What follows belongs to an exercise in optimizing a design on an open flow for small area; a production flow would make more cautious choices.
Function was checked by simulation only, so behaviour that the tests miss may differ from the original.
Power and IR drop assume default switching activity.

==> module FIFO_512x8, before the edit <==
module FIFO_512x8 (
	input  [7 : 0]              data_in     ,
	input                       write       ,
	input                       read        ,
	output [7 : 0]              data_out    ,
	output reg                  full,
	output reg                  empty,
	input  [7 : 0]              phase       ,			 
	input                       enable      ,
	input                       rst         ,
	input                       clk
);
localparam	DATA_WIDTH = 8,
			ADDR_WIDTH = 8,
			DEPTH      = (1 << ADDR_WIDTH),
			SLOTS      = DEPTH - 1;
reg [ADDR_WIDTH - 1 : 0] wr_last;			 
reg [ADDR_WIDTH - 1 : 0] rd_slot;			 
wire [ADDR_WIDTH : 0]     wr_last_2 = wr_last + 2;
wire cnt_is_1   = (wr_last == rd_slot);
wire cnt_is_254 = (wr_last_2 == {1'b0, rd_slot}) | (wr_last_2 == SLOTS + rd_slot);
wire rd = read  &~ empty ;
wire wr = write &~ full  ;
always @(posedge clk or posedge rst)
begin
	if (rst) begin
		{rd_slot, full} <= 0;
		wr_last <= SLOTS - 1;
		empty <= 1;
	end else begin
		if      (!enable)	      wr_last <= SLOTS - 1;
		else if (wr     )	      wr_last <= (wr_last == SLOTS - 1) ? 0 : wr_last + 1;
		if      (!enable)	      rd_slot <= 0;
		else if (rd     )	      rd_slot <= (rd_slot == SLOTS - 1) ? 0 : rd_slot + 1;
		if      (!enable    )                               full  <= 0 ;
		else if (read  &~ wr)                               full  <= 0;
		else if (write &~ read  & cnt_is_254)  full  <= 1;
		if      (!enable    )                               empty  <= 1;
		else if (write &~ rd)                               empty  <= 0;
		else if (read  &~ write & cnt_is_1)          empty  <= 1;
	end
end
reg [DATA_WIDTH - 1 : 0] ring [0 : SLOTS - 1];
reg [DATA_WIDTH - 1 : 0] wbuf;			 
reg                      pend;
reg [DATA_WIDTH - 1 : 0] P;				 
reg                      pv;
reg [DATA_WIDTH - 1 : 0] ram_rdata;
wire                     commit = pend & (phase == wr_last);
wire [DATA_WIDTH - 1 : 0] tap   = commit ? wbuf : ring [0];
wire                     direct = wr & (empty | (rd & cnt_is_1));		 
wire                     fetch  = ~pv & ~empty & (phase == rd_slot);
assign data_out = ram_rdata;
integer i;
always @(posedge clk)
begin
	for (i = 0; i < SLOTS - 1; i = i + 1)
		ring [i] <= ring [i + 1];
	ring [SLOTS - 1] <= tap;
end
always @(posedge clk or posedge rst)
begin
	if (rst)
		{pend, pv} <= 0;
	else if (!enable)
		{pend, pv} <= 0;
	else begin
		if (direct)
			pv   <= 1;
		else if (rd)
			pv   <= 0;
		else if (fetch)
			pv   <= 1;
		if (wr &~ direct)
			pend <= 1;
		else if (commit)
			pend <= 0;
	end
end
always @(posedge clk)
begin
	if (enable & direct)
		P <= data_in;
	else if (enable & ~rd & fetch)
		P <= tap;
	if (enable & wr)
		wbuf <= data_in;
	if (rd)
		ram_rdata <= P;
end
endmodule
Settings: LEC_CHECK=0, CAP_MARGIN=20, CORE_MARGIN=2, CORE_UTILIZATION=60, CTS_BUF_LIST=sky130_fd_sc_hd__clkbuf_8, CTS_CLUSTER_DIAMETER=50, CTS_CLUSTER_SIZE=20, PLACE_DENSITY=0.75, SLEW_MARGIN=20; clock period 20.0 ns.
run.sh (not shown) runs the stock make flow with config.mk's settings and CLKGATE_MAP_FILE= SYNTH_SCRIPT=/design/flow/synth_recipe.tcl, a recipe that flattens the netlist after the stock synthesis.
The starting point completed with no timing, DRC or antenna violations.
Next try:
--- a/flow/design.v
+++ b/flow/design.v
@@ -347,15 +347,13 @@
 			SLOTS      = DEPTH - 1;
 reg [ADDR_WIDTH - 1 : 0] wr_last;			 
 reg [ADDR_WIDTH - 1 : 0] rd_slot;			 
-wire [ADDR_WIDTH : 0]     wr_last_2 = wr_last + 2;
-wire cnt_is_1   = (wr_last == rd_slot);
-wire cnt_is_254 = (wr_last_2 == {1'b0, rd_slot}) | (wr_last_2 == SLOTS + rd_slot);
+reg [ADDR_WIDTH - 1 : 0] data_cnt;
 wire rd = read  &~ empty ;
 wire wr = write &~ full  ;
 always @(posedge clk or posedge rst)
 begin
 	if (rst) begin
-		{rd_slot, full} <= 0;
+		{rd_slot, data_cnt, full} <= 0;
 		wr_last <= SLOTS - 1;
 		empty <= 1;
 	end else begin
@@ -363,12 +361,15 @@
 		else if (wr     )	      wr_last <= (wr_last == SLOTS - 1) ? 0 : wr_last + 1;
 		if      (!enable)	      rd_slot <= 0;
 		else if (rd     )	      rd_slot <= (rd_slot == SLOTS - 1) ? 0 : rd_slot + 1;
+		if      (!enable )        data_cnt   <= 0           ;
+		else if (wr &~ rd)        data_cnt   <= data_cnt + 1;
+		else if (rd &~ wr)        data_cnt   <= data_cnt - 1;
 		if      (!enable    )                               full  <= 0 ;
 		else if (read  &~ wr)                               full  <= 0;
-		else if (write &~ read  & cnt_is_254)  full  <= 1;
+		else if (write &~ read  & (data_cnt == DEPTH - 2))  full  <= 1;
 		if      (!enable    )                               empty  <= 1;
 		else if (write &~ rd)                               empty  <= 0;
-		else if (read  &~ write & cnt_is_1)          empty  <= 1;
+		else if (read  &~ write & (data_cnt == 1))          empty  <= 1;
 	end
 end
 reg [DATA_WIDTH - 1 : 0] ring [0 : SLOTS - 1];
@@ -379,7 +380,7 @@
 reg [DATA_WIDTH - 1 : 0] ram_rdata;
 wire                     commit = pend & (phase == wr_last);
 wire [DATA_WIDTH - 1 : 0] tap   = commit ? wbuf : ring [0];
-wire                     direct = wr & (empty | (rd & cnt_is_1));		 
+wire                     direct = wr & (empty | (rd & (data_cnt == 1)));		 
 wire                     fetch  = ~pv & ~empty & (phase == rd_slot);
 assign data_out = ram_rdata;
 integer i;
What happened:
- cell count drops by about 0.6%
- via count barely changes
- worst hold slack improves by 4.6 ps
- global-route usage grows by 0.52 points
- non-clock buffer count falls by 5
- die area went up by about 0.3%
- sequential power barely changes
- critical path depth stays the same
- clock-buffer cell count shrinks by 2

==> static timing again, ports no longer ideal <==
How much do the figures lean on ideal ports? The routed layouts below were timed once more, with nothing changed but the port constraints. Step 1 assumes that a clkbuf_16 drives the clock port and a buf_2 every other input. Step 2 moves the port delays by t, midway between the first and last clock arrival at a register: inputs arrive t later, outputs are due t later. That takes back most of the time a late clock gives input paths. Three values: ideal, step 1, step 2; two values: the first two.
| run | t, ns | slack for setup (ns) | worst setup path at the end |
|---|---|---|---|
| the first run | 0.978 | 10.809 / 10.782 / 10.782 | input to output |
| the second run | 0.995 | 10.716 / 10.692 / 10.692 | input to output |
After both steps setup and hold are still met in every run listed. For the first run, which loses most, drivers alone change the setup slack by -0.027 ns; drivers and shift together by -0.027 ns.
